Source: an optimization exercise on an open RTL-to-GDS flow (aim: a short achievable clock period and few clock cycles). Production flows keep margins and buffers that such runs may drop. The RTL was checked by simulation tests, not by an equivalence proof against the original design. Power and IR drop assume default switching activity.

==> run X: inputs <==
## KGP_RISC
module KGP_RISC(rst,clk,imem_addr,imem_rdata,dmem_addr,dmem_wdata,dmem_we,dmem_rdata,rout,halted);
Settings: LEC_CHECK=0, CAP_MARGIN=20, CORE_MARGIN=2, CORE_UTILIZATION=35, SLEW_MARGIN=20; clock period 12.0 ns.
standard.sh (not shown) runs the stock make flow with config.mk's settings and CLKGATE_MAP_FILE= SYNTH_SCRIPT=/design/flow/synth_recipe.tcl, a recipe that flattens the netlist after the stock synthesis.
==> flow/flow/run.sh <==
#!/bin/bash
set -euo pipefail
bash standard.sh finish SETUP_SLACK_MARGIN=8.4 "BUFFER_PORTS_ARGS=-buffer_cell sky130_fd_sc_hd__buf_4" > flow_make.log 2>&1
==> inputs of run Y, as changes to run X <==
--- a/flow/design.v
+++ b/flow/design.v
@@ -61,12 +61,10 @@
 	reg [6:0] e_rsel;      
 	reg e_chk;             
 	reg [2:0] e_bty;       
 	reg e_pred;            
 	reg e_azero;           
-	reg e_wz;              
-	reg e_wzok;            
 	reg e_brchk;           
 	reg e_tbad;            
 	reg m_v;
 	reg [31:0] m_res, m_sd;
 	reg m_wen, m_lw, m_sw, m_halt;
@@ -197,18 +195,12 @@
 	wire d_btgt_co;
 	CLA #(30) d_add(.A(d_pc4[31:2]), .B(simm[29:0]), .CI(1'b0), .S(d_btgt_w), .CO(d_btgt_co));
 	wire [31:0] d_btgt = {d_btgt_w, d_pc4[1:0]};
 	wire [31:0] d_jtgt = {d_pc4[31:28], d_ir[25:0], 2'b00};
 	wire ez = is_bz | is_bnz;
-	wire rb_ready = ~((eA & ~(e_wzok & ez)) | mlA);
-	wire d_zero = eA ? e_wz : va_zero;
-	wire d_inv = (is_r & (fn == 6'd1)) | is_comp | is_compi;
-	wire [31:0] za = (is_comp | is_compi) ? 32'd0 : xa;
-	wire [31:0] zb = ((is_r | is_comp) ? xb : simm) ^ {32{d_inv}};
-	wire [31:0] zaxb = za ^ zb;
-	wire [31:0] zaob = za | zb;
-	wire d_wz = &(zaxb ~^ {zaob[30:0], d_inv});
+	wire rb_ready = ~(eA | mlA);
+	wire d_zero = va_zero;
 	wire cb_ready = ~(e_v & e_setc);
 	wire rb_taken = (is_bz & d_zero) | (is_bnz & ~d_zero) | (is_bltz & va[31]);
 	wire cb_taken = (is_bcy & cflag) | (is_bncy & ~cflag);
 	wire rb_pred = d_pt | d_ir[15];           
 	wire d_taken = is_b | is_bl | (is_br & d_pt) |
@@ -288,21 +280,18 @@
 		if (rst) e_v <= 1'b0;
 		else e_v <= d_go;
 	end
 	always @(posedge clk) begin
 		begin
-			e_a    <= za;
+			e_a    <= (is_comp | is_compi) ? 32'd0 : xa;
 			e_bx   <= ((is_r | is_comp) ? xb : (is_sh ? {27'd0, d_ir[15:11]} : simm)) ^
 			          {32{(is_r & (fn == 6'd1)) | is_comp | is_compi}};
 			e_sd   <= xb;
 			e_af1  <= useA & eA;
 			e_bf1  <= (is_r | is_comp) & eB;
 			e_sf1  <= eB;
-			e_inv  <= d_inv;
-			e_wz   <= d_wz;
-			e_wzok <= ((is_r & (fn[5:1] == 5'd0)) | is_comp | is_addi | is_compi) &
-			          ~(useA & eA) & ~((is_r | is_comp) & eB);
+			e_inv  <= (is_r & (fn == 6'd1)) | is_comp | is_compi;
 			e_setc <= (is_r & (fn[5:1] == 5'd0)) | is_comp | is_addi | is_compi;
 			e_wen  <= wen;
 			e_lw   <= is_lw;
 			e_sw   <= is_sw;
 			e_halt <= is_halt;
@@ -362,14 +351,14 @@
 		w_rd  <= m_rd;
 	end
 	always @(posedge clk) begin
 		if (w_v & w_wen) rf[w_rd] <= w_val;
 	end
-	always @(posedge clk) begin
+	always @(posedge clk or posedge rst) begin
 		if (rst) r30_o <= 32'd0;
 		else if (w_v & w_wen & (w_rd == 5'd30)) r30_o <= w_val;
 	end
-	always @(posedge clk) begin
+	always @(posedge clk or posedge rst) begin
 		if (rst) zf <= 32'hffffffff;
 		else if (w_v & w_wen) zf[w_rd] <= w_zero;
 	end
 endmodule
==> inputs of run C, as changes to run X <==
--- a/flow/design.v
+++ b/flow/design.v
@@ -104,15 +104,17 @@
 	wire [31:0] f_otgt = f_ret ? link : lp_tgt;
 	wire f_pt = f_jmp | f_ret | f_lp;
 	wire [31:0] A  = e_af1 ? m_res : e_a;
 	wire [31:0] Bx = e_bf1 ? (m_res ^ {32{e_inv}}) : e_bx;
 	wire [31:0] SD = e_sf1 ? m_res : e_sd;
-	wire [32:0] sum;
-	CLA #(32) e_add(.A(A), .B(Bx), .CI(e_inv), .S(sum[31:0]), .CO(sum[32]));
-	wire [31:0] axb = A ^ Bx;
-	wire [31:0] aob = A | Bx;
-	wire e_sumz = &(axb ~^ {aob[30:0], e_inv});
+	wire [31:0] m_resx = m_res ^ {32{e_inv}};
+	wire [32:0] s00, s01, s10, s11;
+	CLA #(32) e_add00(.A(e_a),   .B(e_bx),   .CI(e_inv), .S(s00[31:0]), .CO(s00[32]));
+	CLA #(32) e_add01(.A(e_a),   .B(m_resx), .CI(e_inv), .S(s01[31:0]), .CO(s01[32]));
+	CLA #(32) e_add10(.A(m_res), .B(e_bx),   .CI(e_inv), .S(s10[31:0]), .CO(s10[32]));
+	CLA #(32) e_add11(.A(m_res), .B(m_resx), .CI(e_inv), .S(s11[31:0]), .CO(s11[32]));
+	wire [32:0] sum = e_af1 ? (e_bf1 ? s11 : s10) : (e_bf1 ? s01 : s00);
 	wire [31:0] B = Bx;       
 	wire big = |B[31:5];
 	wire [31:0] sll = big ? 32'd0 : (A << B[4:0]);
 	wire [31:0] srl = big ? 32'd0 : (A >> B[4:0]);
 	wire [31:0] sra0 = $signed(A) >>> B[4:0];
==> flow/flow/run.sh (replaced) <==
#!/bin/bash
set -euo pipefail
bash standard.sh finish SETUP_SLACK_MARGIN=8.8 "BUFFER_PORTS_ARGS=-buffer_cell sky130_fd_sc_hd__buf_4" > flow_make.log 2>&1
==> inputs of run A, as changes to run X <==
--- a/flow/design.v
+++ b/flow/design.v
@@ -104,15 +104,17 @@
 	wire [31:0] f_otgt = f_ret ? link : lp_tgt;
 	wire f_pt = f_jmp | f_ret | f_lp;
 	wire [31:0] A  = e_af1 ? m_res : e_a;
 	wire [31:0] Bx = e_bf1 ? (m_res ^ {32{e_inv}}) : e_bx;
 	wire [31:0] SD = e_sf1 ? m_res : e_sd;
-	wire [32:0] sum;
-	CLA #(32) e_add(.A(A), .B(Bx), .CI(e_inv), .S(sum[31:0]), .CO(sum[32]));
-	wire [31:0] axb = A ^ Bx;
-	wire [31:0] aob = A | Bx;
-	wire e_sumz = &(axb ~^ {aob[30:0], e_inv});
+	wire [31:0] m_resx = m_res ^ {32{e_inv}};
+	wire [32:0] s00, s01, s10, s11;
+	CLA #(32) e_add00(.A(e_a),   .B(e_bx),   .CI(e_inv), .S(s00[31:0]), .CO(s00[32]));
+	CLA #(32) e_add01(.A(e_a),   .B(m_resx), .CI(e_inv), .S(s01[31:0]), .CO(s01[32]));
+	CLA #(32) e_add10(.A(m_res), .B(e_bx),   .CI(e_inv), .S(s10[31:0]), .CO(s10[32]));
+	CLA #(32) e_add11(.A(m_res), .B(m_resx), .CI(e_inv), .S(s11[31:0]), .CO(s11[32]));
+	wire [32:0] sum = e_af1 ? (e_bf1 ? s11 : s10) : (e_bf1 ? s01 : s00);
 	wire [31:0] B = Bx;       
 	wire big = |B[31:5];
 	wire [31:0] sll = big ? 32'd0 : (A << B[4:0]);
 	wire [31:0] srl = big ? 32'd0 : (A >> B[4:0]);
 	wire [31:0] sra0 = $signed(A) >>> B[4:0];
==> comparison table <==
|  | run Y | run X | run A | run C |
|---|---|---|---|---|
| Status | timing/DRC/antenna clean | timing/DRC/antenna clean | timing/DRC/antenna clean | timing/DRC/antenna clean |
| Number of distinct library cells after synthesis | 99 | 106 | 108 | 108 |
| First-pass GRT wire length | 562.6 mm | 580.8 mm | 627.9 mm | 633.6 mm |
| Global router's overall resource usage | 34.20% | 34.47% | 34.99% | 35.34% |
| Async set-reset flop share out of synthesis | 7.548% | 4.018% | 4.018% | 4.018% |
| FF-to-FF Start | m_res[4] | rs_oh[30] | rt_oh[28] | rs_oh[27] |
| Worst-path maximum fanout | 21 | 16 | 22 | 19 |
| Reported leakage power | 35.64 nW | 37.13 nW | 41.07 nW | 41.46 nW |
| Tightest Pin Transition | 1.276 ns | 1.136 ns | 1.250 ns | 1.240 ns |
| Startpoint of the worst hold path | e_lw | e_halt | e_halt | e_halt |
| Post-route total power | 18.04 mW | 16.61 mW | 17.18 mW | 17.38 mW |
| Fin util | 43.33% | 44.41% | 44.95% | 45.33% |
| Number of vias per cell after detailed routing | 6.956 | 6.885 | 6.870 | 6.870 |
| Fraction of layout instances using a drive strength above 1 | 24.92% | 26.95% | 27.23% | 28.31% |
| Internal power | 12.45 mW | 11.78 mW | 12.06 mW | 12.15 mW |
| Proportion of cell area occupied by registers | 49.78% | 47.56% | 44.12% | 43.77% |
| Top achievable clock speed | 243.5 MHz | 225.4 MHz | 236.2 MHz | 226.5 MHz |
| Share of the clock period used by the worst path | 34.23% | 36.97% | 35.27% | 36.80% |
| Final Cell Area | 100700 µm² | 104700 µm² | 112900 µm² | 113800 µm² |
| Seq_cells | 1815 | 1817 | 1817 | 1817 |
| Slack of the worst reg-to-reg path | 7.89 ns | 7.56 ns | 7.77 ns | 7.58 ns |
| Initial cell density of the core | 35.13% | 35.27% | 35.17% | 35.17% |
| CP Data Required Time | 12.74 ns | 12.78 ns | 12.80 ns | 12.75 ns |
Testbench counts of run X, summed over its fixed seeds: cycles 63,771.
Testbench counts of run Y, summed over its fixed seeds: cycles 65,200.
Testbench counts of run C, summed over its fixed seeds: cycles 63,771.
Testbench counts of run A, summed over its fixed seeds: cycles 63,771.

## afterwards: timing with drivers on the ports
The results above use ideal ports. As a check the final layouts listed here were re-extracted and re-timed, cells and wires unchanged.
Step 1: set_driving_cell puts a clkbuf_16 on clk and a buf_2 on each other input, an assumption about the parent block.
Step 2 times the ports against the registers' clock, not the clock port: input delays grow and output delays shrink by t, the midpoint of the rising clock arrivals with the driver on.
a / b / c = no drivers / after step 1 / after step 2; a / b = the first two.
| run | t (ns) | setup WS [ns] | latest minus earliest clock arrival (ns) | worst register clock-pin slew, ns | pins driven straight from the clock port |
|---|---|---|---|---|---|
| run X | 0.976 | 7.564 / 7.564 / 6.956 | 0.091 / 0.090 | 0.08 / 0.08 | 1 |
| run Y | 0.946 | 7.893 / 7.893 / 7.218 | 0.104 / 0.105 | 0.07 / 0.07 | 1 |
| run C | 0.954 | 7.584 / 7.584 / 6.966 | 0.134 / 0.134 | 0.07 / 0.07 | 1 |
| run A | 0.962 | 7.767 / 7.767 / 7.138 | 0.124 / 0.124 | 0.08 / 0.08 | 1 |
After both steps every run listed still meets setup and hold. For run Y, which loses most, drivers alone change the setup slack by 0.000 ns; drivers and shift together by -0.675 ns.
